Source: an optimization exercise on an open RTL-to-GDS flow (aim: small area). Production flows keep margins and buffers that such runs may drop.
At most, simulation tests tie the RTL to the original design; equivalence was not proved.

Setup of main:
==> flow/design.v (excerpt) <==
module fir(
    input clk,
    input rst,
    input signed [15:0] x_in,
    output reg signed [31:0] y_out
);
Settings: LEC_CHECK=0, CAP_MARGIN=20, CORE_MARGIN=2, CORE_UTILIZATION=60, CTS_BUF_LIST=sky130_fd_sc_hd__clkbuf_8, CTS_CLUSTER_DIAMETER=80, CTS_CLUSTER_SIZE=20, PLACE_DENSITY=0.75, SLEW_MARGIN=20, SYNTH_HIERARCHICAL=1, SYNTH_MINIMUM_KEEP_SIZE=0; clock period 12.0 ns.
run.sh (not shown) runs the stock make flow with config.mk's settings and CLKGATE_MAP_FILE= SYNTH_SCRIPT=/design/flow/synth_recipe.tcl, a recipe that flattens the netlist after the stock synthesis.
## Diff of input files: the feature branch against main
- CTS_CLUSTER_SIZE changed from 20 to 16
- PLACE_DENSITY changed from 0.75 to 0.6
- CTS_CLUSTER_DIAMETER changed from 80 to 60
- CORE_UTILIZATION changed from 60 to 40
Notes after the runs:
- Re final clock period utilization by the worst path: the feature branch and main aren't equal, and the lower value belongs to main.
- Compared with main, in the feature branch post-route standard cell area excluding fillers picked up an extra 480 µm², initial antenna violation count picked up an extra 1, total of clock buffers placed in the layout picked up an extra 9.
- Re setup slack: main was higher than the feature branch.

## delta
fir, a different RTL version from the one above (not shown whole).
For scale: about 50 I/O pins, about 0.020 mm^2 of cells after synthesis.
export LEC_CHECK = 0
export CAP_MARGIN = 20
export CORE_MARGIN = 2
export CORE_UTILIZATION = 60
export CTS_BUF_LIST = sky130_fd_sc_hd__clkbuf_8
export CTS_CLUSTER_DIAMETER = 70
export CTS_CLUSTER_SIZE = 18
export PLACE_DENSITY = 0.75
export SLEW_MARGIN = 20
export SYNTH_HIERARCHICAL = 1
export SYNTH_MINIMUM_KEEP_SIZE = 0
create_clock -name core_clock -period 12.0 [get_ports {clk}]
standard.sh (not shown) runs the stock make flow with config.mk's settings and CLKGATE_MAP_FILE= SYNTH_SCRIPT=/design/flow/synth_recipe.tcl, a recipe that flattens the netlist after the stock synthesis.
==> flow/flow/run.sh <==
#!/bin/bash
# Own flow: the standard layout, except that the port buffers that
# global placement inserts are the smallest buffer cell (buf_1) instead of
# the default choice.  Everything else (synthesis, floorplan, power grid,
# CTS, routing) is the standard flow run through standard.sh.
set -euo pipefail
export BUFFER_PORTS_ARGS="-buffer_cell sky130_fd_sc_hd__buf_1"
bash standard.sh > standard.log 2>&1
The final layout from delta, which completed every stage, passed the timing, design-rule and antenna checks at the end of the flow.
The following lists how willow was set up differently from delta:
Settings: CTS_CLUSTER_DIAMETER now 80, was 70; CTS_CLUSTER_SIZE now 20, was 18.
==> flow/run.sh (new file) <==
#!/bin/bash
# synth_recipe.tcl (not shown) runs the flow's synth.tcl, then flattens the netlist and writes it again
# the make line also repeats each setting of config.mk as NAME=value (left out here)
make -C /OpenROAD-flow-scripts/flow DESIGN_CONFIG=/design/flow/config.mk WORK_HOME=/design/flow/orfs CLKGATE_MAP_FILE= SYNTH_SCRIPT=/design/flow/synth_recipe.tcl finish
removed: flow/flow/run.sh
removed: flow/standard.sh
--- outcome ---
- The total via count after detailed routing was comparable across willow and delta.
- From willow to delta, synthesized area did not move at all.
Inputs modified between willow and xenon:
Settings: swapping 20 for 18 in CTS_CLUSTER_SIZE; swapping 80 for 70 in CTS_CLUSTER_DIAMETER.
## What came out
- Against willow as the reference, xenon delivers a higher clock-buffer cell count.
- Going from willow to xenon, logic depth of the worst register-to-register path higher, total non-filler cell area in the finished layout higher, global-route usage roughly the same.
Function was not checked in any run of this note: the RTL went through the layout flow alone.

v34:
fir, a different RTL version from the one above (not shown whole).
Size in the first run: roughly 1,100 cells after synthesis, ~19,000 um2 of cells after synthesis.
Settings: LEC_CHECK=0, CAP_MARGIN=8, CORE_MARGIN=2, CORE_UTILIZATION=60, CTS_BUF_LIST=sky130_fd_sc_hd__clkbuf_8, CTS_CLUSTER_DIAMETER=70, CTS_CLUSTER_SIZE=18, PLACE_DENSITY=0.75, SLEW_MARGIN=8, SYNTH_HIERARCHICAL=1, SYNTH_MINIMUM_KEEP_SIZE=0; clock period 12.0 ns.
==> flow/flow/run.sh <==
#!/bin/bash
# Own flow: the standard layout (standard.sh) with two changes:
#  - the port buffers that global placement inserts are the smallest buffer
#    cell (buf_1) instead of the default choice;
#  - clock tree synthesis does not add dummy loads.
set -euo pipefail
export BUFFER_PORTS_ARGS="-buffer_cell sky130_fd_sc_hd__buf_1"
export CTS_ARGS="-sink_clustering_enable -repair_clock_nets -sink_clustering_size 18 -sink_clustering_max_diameter 70 -buf_list sky130_fd_sc_hd__clkbuf_8 -dont_use_dummy_load"
bash standard.sh > standard.log 2>&1
v34 ran to completion and came out clean on the timing, design-rule and antenna checks.
diff inputs: v34 => v58
- swapping 0.75 for 0.85 in PLACE_DENSITY
- swapping 8 for 20 in CAP_MARGIN
- swapping 60 for 70 in CORE_UTILIZATION
- swapping 8 for 20 in SLEW_MARGIN
--- outcome ---
v34 -> v58: share of the synthesized area in compound gates (AO/OA/AOI/OAI) delta 0, exact match. As far as count of inverters not on the clock network in the layout is concerned, v34 and v58 perform about the same. Having completed the whole flow, v58 delivered a layout that passed the timing, design-rule and antenna checks. Re global-route track usage on met1: v58 is 5.4 points up on v34. NOTE number of non-clock buffers v34->v58 decreased by more than 10%.
Relative to v58, the following input files were edited for v21:
- PLACE_DENSITY: 0.85 -> 0.75
- CORE_UTILIZATION: 70 -> 60
==> run summary <==
The flow did not stop early for v21: all stages ran, and the layout cleared the timing, design-rule and antenna checks.
Delta (v21 minus v58): x dimension of the die higher, met2 routing resource usage after global routing lost 5.0 points, wire length of the first global-routing pass now larger, routed wire length higher.
Relative to v58, final hold slack increased by 0.0086 ns in v21.
Run comparison: v58 critical path capture point y_out[30]$_DFF_PP0_; v21 critical path capture point y_out[31]$_DFF_PP0_
[v21] post-cts resize count fell 3 relative to v58
Between v21 and v58, the via count figures differ only marginally.
Relative to v21, the following input files were edited for v37:
diff --git a/flow/flow/run.sh b/flow/flow/run.sh
--- a/flow/flow/run.sh
+++ b/flow/flow/run.sh
@@ -7,3 +7,3 @@
 export BUFFER_PORTS_ARGS="-buffer_cell sky130_fd_sc_hd__buf_1"
-export CTS_ARGS="-sink_clustering_enable -repair_clock_nets -sink_clustering_size 18 -sink_clustering_max_diameter 70 -buf_list sky130_fd_sc_hd__clkbuf_8 -dont_use_dummy_load"
+export CTS_ARGS="-sink_clustering_enable -repair_clock_nets -sink_clustering_size 12 -sink_clustering_max_diameter 50 -buf_list {sky130_fd_sc_hd__clkbuf_4 sky130_fd_sc_hd__clkbuf_8} -dont_use_dummy_load"
 bash standard.sh > standard.log 2>&1
v21 → v37: count of unresolved DRC violations after routing held; synthesized area has remained practically unchanged; clock period minus final worst setup slack now smaller; via count went up 0.63%.
v21 has higher final period utilization than v37.
v21 leaves less setup margin than v37.
Taking v21 as the reference, in v37 clock-buffer cell count up 10, clock network area share up 0.65 points, final area up 140 um2.

## the reference run
Another version of the RTL of fir (not shown whole).
For scale: roughly 1100 cells after synthesis, roughly 290 flip-flops, about 50 I/O pins, roughly 19000 sq um of cells after synthesis.
export LEC_CHECK = 0
export CAP_MARGIN = 20
export CORE_MARGIN = 2
export CORE_UTILIZATION = 60
export CTS_BUF_LIST = sky130_fd_sc_hd__clkbuf_8
export CTS_CLUSTER_DIAMETER = 70
export CTS_CLUSTER_SIZE = 18
export GPL_TIMING_DRIVEN = 0
export PLACE_DENSITY = 0.75
export SLEW_MARGIN = 20
export SYNTH_HIERARCHICAL = 1
export SYNTH_MINIMUM_KEEP_SIZE = 0
create_clock -name core_clock -period 12.0 [get_ports {clk}]
==> flow/flow/run.sh <==
#!/bin/bash
# Own flow: the standard layout (standard.sh) with two changes:
#  - the port buffers that global placement inserts are the smallest buffer
#    cell (buf_1) instead of the default choice;
#  - clock tree synthesis does not add dummy loads.
set -euo pipefail
export BUFFER_PORTS_ARGS="-buffer_cell sky130_fd_sc_hd__buf_1"
export CTS_ARGS="-sink_clustering_enable -repair_clock_nets -sink_clustering_size 18 -sink_clustering_max_diameter 70 -buf_list sky130_fd_sc_hd__clkbuf_8 -dont_use_dummy_load"
bash standard.sh > standard.log 2>&1
The flow did not stop early for the reference run: all stages ran, and the layout cleared the timing, design-rule and antenna checks.
--- input diff the reference run..the trial run ---
- GPL_TIMING_DRIVEN removed (was 0)
Results
The trial run ended with more half-perimeter wire length after detailed placement than the reference run.
Lower final non-filler cell area among the trial run and the reference run: the reference run
Count of clock buffers in the final design, the trial run vs the reference run: down by more than 10%
[compare] base=the reference run new=the trial run: via count now sits higher, critical path depth now sits lower, final worst-path cycle share now sits lower, count of flip-flops with a built-in enable after synthesis now sits at about the same level.
Taking the reference run as the reference, in the trial run via count of the first global-routing pass rose 0.69%, number of signal-net buffers in the layout rose 50.
Function was not checked in any run of this note: the RTL went through the layout flow alone.

fir with an RTL version that a note above also has.
Size in the first run: about 1100 cells after synthesis, ~290 flip-flops, ~50 I/O pins, roughly 19000 sq um of cells after synthesis.
Design fir, start of the top module:
module fir(
    input clk,
    input rst,
    input signed [15:0] x_in,
    output reg signed [31:0] y_out
);
clock: 12.0 ns
lec_check: 0
cap_margin: 20
core_margin: 2
core_utilization: 60
cts_buf_list: sky130_fd_sc_hd__clkbuf_8
cts_cluster_diameter: 80
cts_cluster_size: 22
place_density: 0.75
slew_margin: 20
synth_hierarchical: 1
synth_minimum_keep_size: 0
==> flow/flow/run.sh <==
#!/bin/bash
# Own flow: the standard layout (standard.sh) with two changes:
#  - the port buffers that global placement inserts are the smallest buffer
#    cell (buf_1) instead of the default choice;
#  - clock tree synthesis does not add dummy loads.
set -euo pipefail
export BUFFER_PORTS_ARGS="-buffer_cell sky130_fd_sc_hd__buf_1"
export CTS_ARGS="-sink_clustering_enable -repair_clock_nets -sink_clustering_size 22 -sink_clustering_max_diameter 80 -buf_list sky130_fd_sc_hd__clkbuf_8 -dont_use_dummy_load"
bash standard.sh > standard.log 2>&1
Next try:
--- a/flow/flow/run.sh
+++ b/flow/flow/run.sh
@@ -6,4 +6,4 @@
 set -euo pipefail
 export BUFFER_PORTS_ARGS="-buffer_cell sky130_fd_sc_hd__buf_1"
-export CTS_ARGS="-sink_clustering_enable -repair_clock_nets -sink_clustering_size 22 -sink_clustering_max_diameter 80 -buf_list sky130_fd_sc_hd__clkbuf_8 -dont_use_dummy_load"
+export CTS_ARGS="-sink_clustering_enable -repair_clock_nets -sink_clustering_size 18 -sink_clustering_max_diameter 70 -buf_list sky130_fd_sc_hd__clkbuf_8 -dont_use_dummy_load"
 bash standard.sh > standard.log 2>&1
Settings changed: CAP_MARGIN 20 to 0, CTS_CLUSTER_DIAMETER 80 to 70, CTS_CLUSTER_SIZE 22 to 18, SLEW_MARGIN 20 to 0.
=> Design area stays flat; die area is unchanged; wire length stays flat; sequential share of layout area hardly moves; synthesized cell count is unchanged; non-clock buffer count is lower by 4.

## rev 12
Starting RTL as in the previous note.
export LEC_CHECK = 0
export CAP_MARGIN = 20
export CORE_MARGIN = 2
export CORE_UTILIZATION = 60
export CTS_BUF_LIST = sky130_fd_sc_hd__clkbuf_8
export CTS_CLUSTER_DIAMETER = 70
export CTS_CLUSTER_SIZE = 18
export GPL_TIMING_DRIVEN = 0
export PLACE_DENSITY = 0.75
export SLEW_MARGIN = 20
export SYNTH_HIERARCHICAL = 1
export SYNTH_MINIMUM_KEEP_SIZE = 0
create_clock -name core_clock -period 12.0 [get_ports {clk}]
==> flow/flow/run.sh <==
#!/bin/bash
# Own flow: the standard layout (standard.sh) with two changes:
#  - the port buffers that global placement inserts are the smallest buffer
#    cell (buf_1) instead of the default choice;
#  - clock tree synthesis does not add dummy loads.
set -euo pipefail
export BUFFER_PORTS_ARGS="-buffer_cell sky130_fd_sc_hd__buf_1"
export CTS_ARGS="-sink_clustering_enable -repair_clock_nets -sink_clustering_size 18 -sink_clustering_max_diameter 70 -buf_list sky130_fd_sc_hd__clkbuf_8 -dont_use_dummy_load"
bash standard.sh > standard.log 2>&1
For rev 13, these inputs were changed with respect to rev 12:
Settings: GPL_TIMING_DRIVEN no longer set, was 0.
==> flow/flow/run.sh <==
#!/bin/bash
# Own flow: the standard layout (standard.sh) with two changes:
#  - the port buffers that global placement inserts are the smallest buffer
#    cell (buf_1) instead of the default choice;
#  - clock tree synthesis does not add dummy loads.
set -euo pipefail
export BUFFER_PORTS_ARGS="-buffer_cell sky130_fd_sc_hd__buf_1"
export CTS_ARGS="-sink_clustering_enable -repair_clock_nets -sink_clustering_size 10 -sink_clustering_max_diameter 40 -buf_list sky130_fd_sc_hd__clkbuf_4 -dont_use_dummy_load"
bash standard.sh > standard.log 2>&1
## What came out
- From rev 12 to rev 13, synthesized cell count did not move at all.
- [compare] base=rev 12 new=rev 13: cell count went up 18; transition time of the tightest slew-check pin -0.027 ns; number of global-route vias before repair +4.4%; shortest clock period the worst path allows after layout moved down.
- In the tables for rev 13 and rev 12, cell count after placement reads higher with rev 13.
- Side by side, setup slack turned out higher in rev 13 than in rev 12.

-- what the ideal ports hide --
The results above use ideal ports. As a check the final layouts listed here were re-extracted and re-timed, cells and wires unchanged.
Step 1 assumes that a clkbuf_16 drives the clock port and a buf_2 every other input.
Step 2 times the ports against the registers' clock, not the clock port: input delays grow and output delays shrink by t, the midpoint of the rising clock arrivals with the driver on.
Three values: no drivers, after step 1, after step 2; two values: the first two.
run	t (ns)	setup WS [ns]	worst setup path at the end	latest minus earliest clock arrival (ns)
main	0.629	0.947 / 0.947 / 0.947	register to register	0.021 / 0.021
the feature branch	0.679	0.925 / 0.925 / 0.925	register to register	0.063 / 0.062
delta	0.651	0.369 / 0.369 / 0.369	register to register	0.033 / 0.033
willow	0.621	0.401 / 0.401 / 0.401	register to register	0.024 / 0.024
xenon	0.645	0.426 / 0.426 / 0.426	register to register	0.072 / 0.072
v34	0.605	0.275 / 0.275 / 0.275	register to register	0.057 / 0.057
v58	0.591	0.273 / 0.273 / 0.273	register to register	0.051 / 0.050
v21	0.605	0.275 / 0.275 / 0.275	register to register	0.057 / 0.057
v37	0.636	0.312 / 0.312 / 0.312	register to register	0.038 / 0.038
the reference run	0.594	0.244 / 0.244 / 0.244	register to register	0.062 / 0.062
the trial run	0.603	0.282 / 0.282 / 0.282	register to register	0.059 / 0.059
the first run of note 5	0.587	0.305 / 0.305 / 0.305	register to register	0.079 / 0.079
the second run of note 5	0.605	0.275 / 0.275 / 0.275	register to register	0.057 / 0.057
rev 12	0.608	0.263 / 0.263 / 0.263	register to register	0.056 / 0.056
rev 13	0.696	0.306 / 0.306 / 0.306	register to register	0.074 / 0.074
After both steps setup and hold are still met in every run listed.
